Context: an optimization exercise on an open-source flow, tuned for small area. The choices shown serve that exercise and are no tape-out recipe.
For this run, only the layout was checked, not whether the RTL still works.
Power is estimated from default activity; no workload was simulated.

<file path="flow/run.sh">
#!/bin/bash
# synth_recipe.tcl (not shown) runs the flow's synth.tcl, then flattens the netlist and writes it again
# the make line also repeats each setting of config.mk as NAME=value (left out here)
make -C /OpenROAD-flow-scripts/flow DESIGN_CONFIG=/design/flow/config.mk WORK_HOME=/design/flow/orfs CLKGATE_MAP_FILE= SYNTH_SCRIPT=/design/flow/synth_recipe.tcl finish
</file>
<file path="flow/config.mk">
export PLATFORM = sky130hd
export DESIGN_NAME = shuzizhong
export DESIGN_NICKNAME = shuzizhong
export VERILOG_FILES = /design/flow/design.v
export SDC_FILE = /design/flow/constraint.sdc
export NUM_CORES = 4
export LEC_CHECK = 0
export CAP_MARGIN = 20
export CORE_MARGIN = 2
export CORE_UTILIZATION = 40
export SLEW_MARGIN = 20
</file>
<file path="flow/constraint.sdc">
create_clock -name core_clock -period 25.0 [get_ports {clk1}]
set_input_delay 5.0000 -clock core_clock [delete_from_list [all_inputs] [get_ports {clk1}]]
set_output_delay 5.0000 -clock core_clock [all_outputs]
set_load 0.01 [all_outputs]
</file>
<file path="flow/design.v">
module shuzizhong(
    input wire clk1,         
    input wire reset,        
    input wire ah1,          
    input wire am1,          
    input wire alarm1,       
    input wire en,           
    input wire naozhong,     
    output wire [0:6] shi,       
    output wire [0:6] ge,        
    output wire [0:6] min_shi,   
    output wire [0:6] min_ge,    
    output wire [0:6] sec_shi,   
    output wire [0:6] sec_ge,    
    output wire daodian,     
    output wire audio        
);
    reg [6:0] tb_cnt;
    reg       tb_half;
    wire      tb_wrap = (tb_cnt == 7'd99);
    wire      tick = tb_wrap & ~tb_half;
    always @(posedge clk1 or posedge reset) begin
        if (reset) begin
            tb_cnt <= 0;
            tb_half <= 0;
        end else if (tb_wrap) begin
            tb_cnt <= 0;
            tb_half <= ~tb_half;
        end else
            tb_cnt <= tb_cnt + 1'b1;
    end
    reg [2:0] sub;
    wire sub_c = sub[2];    
    always @(posedge clk1 or posedge reset) begin
        if (reset) sub <= 0;
        else if (tick) sub <= sub_c ? 3'd0 : sub + 1'b1;
    end
    reg ah_s, ah, am_s, am, alarm_s, alarm, alarm_d;
    always @(posedge clk1 or posedge reset) begin
        if (reset) begin
            ah_s <= 1; ah <= 1;
            am_s <= 1; am <= 1;
            alarm_s <= 0; alarm <= 0; alarm_d <= 0;
        end else if (tick) begin
            ah_s <= ah1; ah <= ah_s;
            am_s <= am1; am <= am_s;
            alarm_s <= alarm1; alarm <= alarm_s; alarm_d <= alarm;
        end
    end
    wire ah_fall = tick & ah & ~ah_s;
    wire am_fall = tick & am & ~am_s;
    wire alarm_rise = tick & ~alarm & alarm_s;
    function [3:0] inc10;
        input [3:0] d;
        inc10 = (d[3] & d[0]) ? 4'd0 : d + 1'b1;
    endfunction
    function [2:0] inc6;
        input [2:0] d;
        inc6 = (d[2] & d[0]) ? 3'd0 : d + 1'b1;
    endfunction
    reg [3:0] s_o; reg [2:0] s_t;
    wire s_o9 = s_o[3] & s_o[0];
    wire s_59 = s_o9 & s_t[2] & s_t[0];
    always @(posedge clk1 or posedge reset) begin
        if (reset) begin s_o <= 0; s_t <= 0; end
        else if (tick & sub_c) begin
            s_o <= inc10(s_o);
            if (s_o9) s_t <= inc6(s_t);
        end
    end
    wire cout_miao = s_59 & sub_c;
    reg [3:0] m_o; reg [2:0] m_t;
    wire m_o9 = m_o[3] & m_o[0];
    wire m_59 = m_o9 & m_t[2] & m_t[0];
    always @(posedge clk1 or posedge reset) begin
        if (reset) begin m_o <= 0; m_t <= 0; end
        else if (tick & ~naozhong & (~am | cout_miao)) begin
            m_o <= inc10(m_o);
            if (m_o9) m_t <= inc6(m_t);
        end
    end
    wire cout_fen = m_59 & cout_miao;
    reg [3:0] h_o; reg [1:0] h_t;
    always @(posedge clk1 or posedge reset) begin
        if (reset) begin h_o <= 0; h_t <= 0; end
        else if (tick & ~naozhong & (~ah | cout_fen)) begin
            if (h_t[1] & h_o[1] & h_o[0]) begin h_o <= 0; h_t <= 0; end
            else begin
                h_o <= inc10(h_o);
                if (h_o[3] & h_o[0]) h_t <= h_t + 1'b1;
            end
        end
    end
    reg [3:0] a_mo; reg [2:0] a_mt;
    always @(posedge clk1 or posedge reset) begin
        if (reset) begin a_mo <= 0; a_mt <= 0; end
        else if (am_fall & naozhong) begin
            a_mo <= inc10(a_mo);
            if (a_mo[3] & a_mo[0]) a_mt <= inc6(a_mt);
        end
    end
    reg [3:0] a_ho; reg [1:0] a_ht;
    always @(posedge clk1 or posedge reset) begin
        if (reset) begin a_ho <= 0; a_ht <= 0; end
        else if (ah_fall & naozhong) begin
            if (a_ht[1] & a_ho[1] & a_ho[0]) begin a_ho <= 0; a_ht <= 0; end
            else begin
                a_ho <= inc10(a_ho);
                if (a_ho[3] & a_ho[0]) a_ht <= a_ht + 1'b1;
            end
        end
    end
    assign daodian = en & (m_o == 0) & (m_t == 0) & (s_t == 0);
    reg alarm_en, ring;
    always @(posedge clk1 or posedge reset) begin
        if (reset) alarm_en <= 1;
        else if (alarm_rise) alarm_en <= ~alarm_en;
    end
    always @(posedge clk1 or posedge reset) begin
        if (reset) ring <= 0;
        else if (tick)
            ring <= alarm_en & alarm_d & (a_ho == h_o) & (a_ht == h_t)
                    & (a_mo == m_o) & (a_mt == m_t);
    end
    reg [7:0] t_cnt;
    reg       tone;
    reg [10:0] d_cnt;
    reg [2:0] note;
    reg       first;
    reg [7:0] half;
    always @(*) begin
        case (note)
            3'd0: half = first ? 8'd170 : 8'd101;
            3'd1: half = 8'd170;
            3'd2: half = 8'd127;
            3'd3: half = 8'd101;
            3'd4: half = 8'd127;
            3'd5: half = 8'd113;
            3'd6: half = 8'd170;
            default: half = 8'd151;
        endcase
    end
    wire t_wrap = (t_cnt >= half);
    wire short = note[2] & (note[1] ^ note[0]);    
    wire d_wrap = short ? (d_cnt == 11'd1000) : (d_cnt == 11'd2000);
    always @(posedge clk1 or posedge reset) begin
        if (reset) begin
            t_cnt <= 0; tone <= 0;
            d_cnt <= 0; note <= 0; first <= 1;
        end else if (ring) begin
            if (t_wrap) begin t_cnt <= 0; tone <= ~tone; end
            else t_cnt <= t_cnt + 1'b1;
            if (d_wrap) begin
                d_cnt <= 0; note <= note + 1'b1; first <= 0;
            end else d_cnt <= d_cnt + 1'b1;
        end
    end
    assign audio = tone;
    function [0:6] seg;
        input [3:0] d;
        case (d)
            4'd0: seg = 7'b0000001;
            4'd1: seg = 7'b1001111;
            4'd2: seg = 7'b0010010;
            4'd3: seg = 7'b0000110;
            4'd4: seg = 7'b1001100;
            4'd5: seg = 7'b0100100;
            4'd6: seg = 7'b0100000;
            4'd7: seg = 7'b0001111;
            4'd8: seg = 7'b0000000;
            4'd9: seg = 7'b0000100;
            default: seg = 7'b0000001;
        endcase
    endfunction
    wire [3:0] dh_o = naozhong ? a_ho : h_o;
    wire [1:0] dh_t = naozhong ? a_ht : h_t;
    wire [3:0] dm_o = naozhong ? a_mo : m_o;
    wire [2:0] dm_t = naozhong ? a_mt : m_t;
    wire [3:0] ds_o = naozhong ? 4'd0 : s_o;
    wire [2:0] ds_t = naozhong ? 3'd0 : s_t;
    assign shi     = seg({2'b0, dh_t});
    assign ge      = seg(dh_o);
    assign min_shi = seg({1'b0, dm_t});
    assign min_ge  = seg(dm_o);
    assign sec_shi = seg({1'b0, ds_t});
    assign sec_ge  = seg(ds_o);
endmodule
</file>
==> results by group <==
Outcome
  – Status: timing/DRC/antenna clean

STA
  – Slew margin rel.: 34.15%
  – Clk_skew: around 9.6 ps
  – # setup viols final: 0
  – Final setup margin: around 13000 ps
  – Tcrit/Tclk final: between 40 and 50%
  – Min Tclk post-route: about 12000 ps
  – Worst hold margin: roughly 460 ps
  – Fin. Hold Viols: 0
  – Setup TNS: 0 ps
  – Final Max Tran Viols: 0
  – RSZ-0062 raised after global routing: false
  – Peak Freq: approximately 81 MHz
  – Worst Tran Pin Value: around 970 ps

Finish
  – ANT cells: 0
  – Share of cells above drive strength 1: under 10%
  – Layout Cells excl Fill: 810
  – Final instance area: around 6200 um2
  – Layout Nets: 693
  – Area growth, synth to finish: 18.19%
  – Final core occ: 48.87%

Synth
  – Top FF cell, synth: dfrtp_1
  – Synth area leaders: dfrtp_1 (34%), ha_1 (13%), nand2_1 (6.3%)
  – Cell Area, Synth: roughly 5300 um2
  – Synth unique cells: 58
  – Ys Warns: 1
  – Synth cell count leaders: nand2_1 (89), dfrtp_1 (71), ha_1 (53)
  – Sequential fraction of the synthesis area: roughly 37%
  – Yosys top cell by area: dfrtp_1
  – Ys async rst share: 100.0%
  – Most common cell in the netlist: nand2_1
  – Seq cells post-synth: slightly below 80
  – Synth top area share: 33.64%
  – Number of synthesized flops with an enable pin: 0
  – Mapped Avg Cell Area: a little under 9 um2
  – Syn nets: between 600 and 700
  – Syn Inst Count: 594

Worst setup path
  – Worst Path Arrival: ~7400 ps
  – Worst R2R Path Depth: 12
  – FF-to-FF Start: note[0]
  – Worst Path Required: 20000 ps
  – Reg-to-reg endpoint: tone
  – Crit Path Class: input port to output pin
  – Worst setup EP type: output pin
  – R2R Setup Slk: 21690 ps
  – Crit-path max FO: 31
  – Startpoint types: input port

Drt
  – Initial DRC count: between 300 and 400
  – Antenna-violating nets left: 0
  – DR DRC count: 0
  – Via count: ~4000
  – Routed vias/inst: 5.058
  – Detailed Routing Iterations Pass 1: 4
  – Final WL: roughly 11000 um
  – WL per Instance: between 10 and 15 um

Clock tree
  – Root buffer cell: clkbuf_16
  – Postcts setup bufs: 0
  – Worst-path clk slew: 50 ps
  – H-tree Lvls: 3
  – CTS buffer count: 9
  – Post_cts resized: 0
  – Clock Tree Buf Depth: 2
  – TritonCTS clock tree: built
  – Sink Count: 77
  – Hold_buf cts: 0
  – Clock Latency Late Sink: around 330 ps

Placed design
  – Placed cells: 793
  – Port bufs: roughly 50
  – Pre-CTS WS: 12570 ps
  – Post-DP Area: a little under 6000 um2
  – Placer congestion estimate: roughly 0.8
  – Hpwl dp: 7816 um

Power and ir drop
  – P_sw: about 0.055 mW
  – Peak supply drop: about 0.000027 V
  – Clock share of power: between 50% and 60%
  – Tot Pwr: ~0.27 mW
  – Combinational power share: about 3.5%
  – Pint: roughly 0.22 mW
  – Sw Share: around a fifth
  – Static Leak: 2.844 nW
  – Pwr dens: roughly 44 nW/um2
  – Reg power frac: between 40% and 50%

Die
  – I/O pin total: between 50 and 60
  – Die area: around 14000 um2
  – Core ar.: roughly 13000 um2
  – Chip Height: between 100 and 150 um
  – Core Rows: about 40
  – Die width: 118.9 um
  – Initial Utilization: between 40% and 50%

Min path
  – Hold Path End: ah
  – Worst Hold Class: register to register
  – Hold_sp: ah_s
  – Hold Path Stages: 2

GRT
  – Met3 GRT Util: approximately 3.2%
  – Met2 Use GR: 27.37%
  – Largest net degree at the start of global routing: between 70 and 80
  – First-pass GRT wire length: approximately 19000 um
  – Vias in the first global route: slightly above 4000
  – Gr usage total: between 10% and 20%
  – Antenna violations before repair: 0
  – Met1 Usage GRT: approximately a fifth
  – Congestion Overflow GR: 0
  – Gr busiest metal: met2

Flow run
  – Max-cap viol count: 0
-- worst max-delay path by stage --
stage / cells after the start / end / from
after global routing: 7 / ge[3] / naozhong
after detailed placement: 7 / min_shi[3] / naozhong
after floorplan: 5 / min_shi[3] / naozhong
after global placement: 7 / ge[3] / naozhong
after CTS: 7 / min_shi[3] / naozhong
final: 7 / min_ge[3] / naozhong
-- area by class of cell --
cell class / instances / area [um2]
inverters: 32 / 120.1
flip-flops and latches: 77 / 1934
clock buffers: 11 / 242.7
repair buffers: 52 / 533.0
well taps: 172 / 215.2
clock inverters: 5 / 75.07
fillers: 1193 / 6531
multi-input cells: 461 / 3122
-- placed cells by master, fill, tap and decap left out, drive strengths merged, types with 7 or more instances in the layout --
cell and n:
and3 10, nand3b 7, clkdlybuf4s50 49, nor2 46
o22ai 9, nand2 90, clkbuf 11, ha 53
nand2b 8, xor2 13, mux2i 18, a21oi 17
o21ai 43, nor3 7, nand3 18, mux2 10
xnor2 28, inv 32, dfrtp 71, and2 13
-- power groups by stage --
stage / Combinational, mW / Clock [mW] / Sequential [mW]
floorplan: 0.00556 / 0 / 0.127
global placement: 0.00919 / 0 / 0.127
detailed placement: 0.00923 / 0 / 0.127
CTS: 0.00932 / 0.142 / 0.125
global route: 0.0109 / 0.147 / 0.125
finish: 0.00957 / 0.138 / 0.125
-- kinds of logic (layout without fill, tap and decap cells) --
| kind of cell | after synthesis | after routing | synth area share (%) |
|---|---|---|---|
| flip-flops | 77 | 77 | 36.63 |
| multiplexers | 28 | 28 | 5.615 |
| AND/OR/NAND/NOR | 233 | 233 | 21.82 |
| buffers and inverters | 56 | 100 | 4.406 |
| AO/OA/AOI/OAI | 105 | 105 | 12.11 |
| other | 1 | 1 | 0.07101 |
| XOR/XNOR | 41 | 41 | 6.799 |
| adder cells (fa/ha/maj) | 53 | 53 | 12.56 |
-- flip-flops by register name, indices dropped and copies added, names as in the netlist, 4 cells and up --
name and flops:
a_ho 4, a_mo 4, d_cnt 11, h_o 4
m_o 4, s_o 4, t_cnt 8, tb_cnt 7
-- metal layers --
layer	vias to the layer above	wire (um)
met5	-	0
met4	0	152
met3	15	210
met2	40	5351
met1	1934	5026
li1	2108	-
-- worst max-delay path: stages --
cell             delay, ps
clkdlybuf4s50_1        460
buf_4                  370
mux2i_1                440
ha_1                   320
o21ai_0                150
and2_1                 140
clkdlybuf4s50_1        530

[static timing again, ports no longer ideal]
In the flow no input, the clock included, has a driving cell. The finished layout below was timed again as built, in two steps. Step 1, drivers: a clkbuf_16 drives clk1 and a buf_2 each remaining input, both assumed. Step 2, shift: input delay + t, output delay - t, t = (earliest + latest rising clock arrival at the registers) / 2. This alone moves slack from input paths to output paths. Slacks: ideal / step 1 / step 2; pairs: ideal / step 1.
t (ns): 0.369
setup WS [ns]: 12.591 / 12.566 / 12.566
worst setup path after step 2: input to output
latest minus earliest clock arrival (ns): 0.009 / 0.010
pins driven straight from the clock port: 1
After both steps setup and hold are still met in this run. The setup slack of this run moves by -0.025 ns with the drivers and by -0.025 ns with both steps.
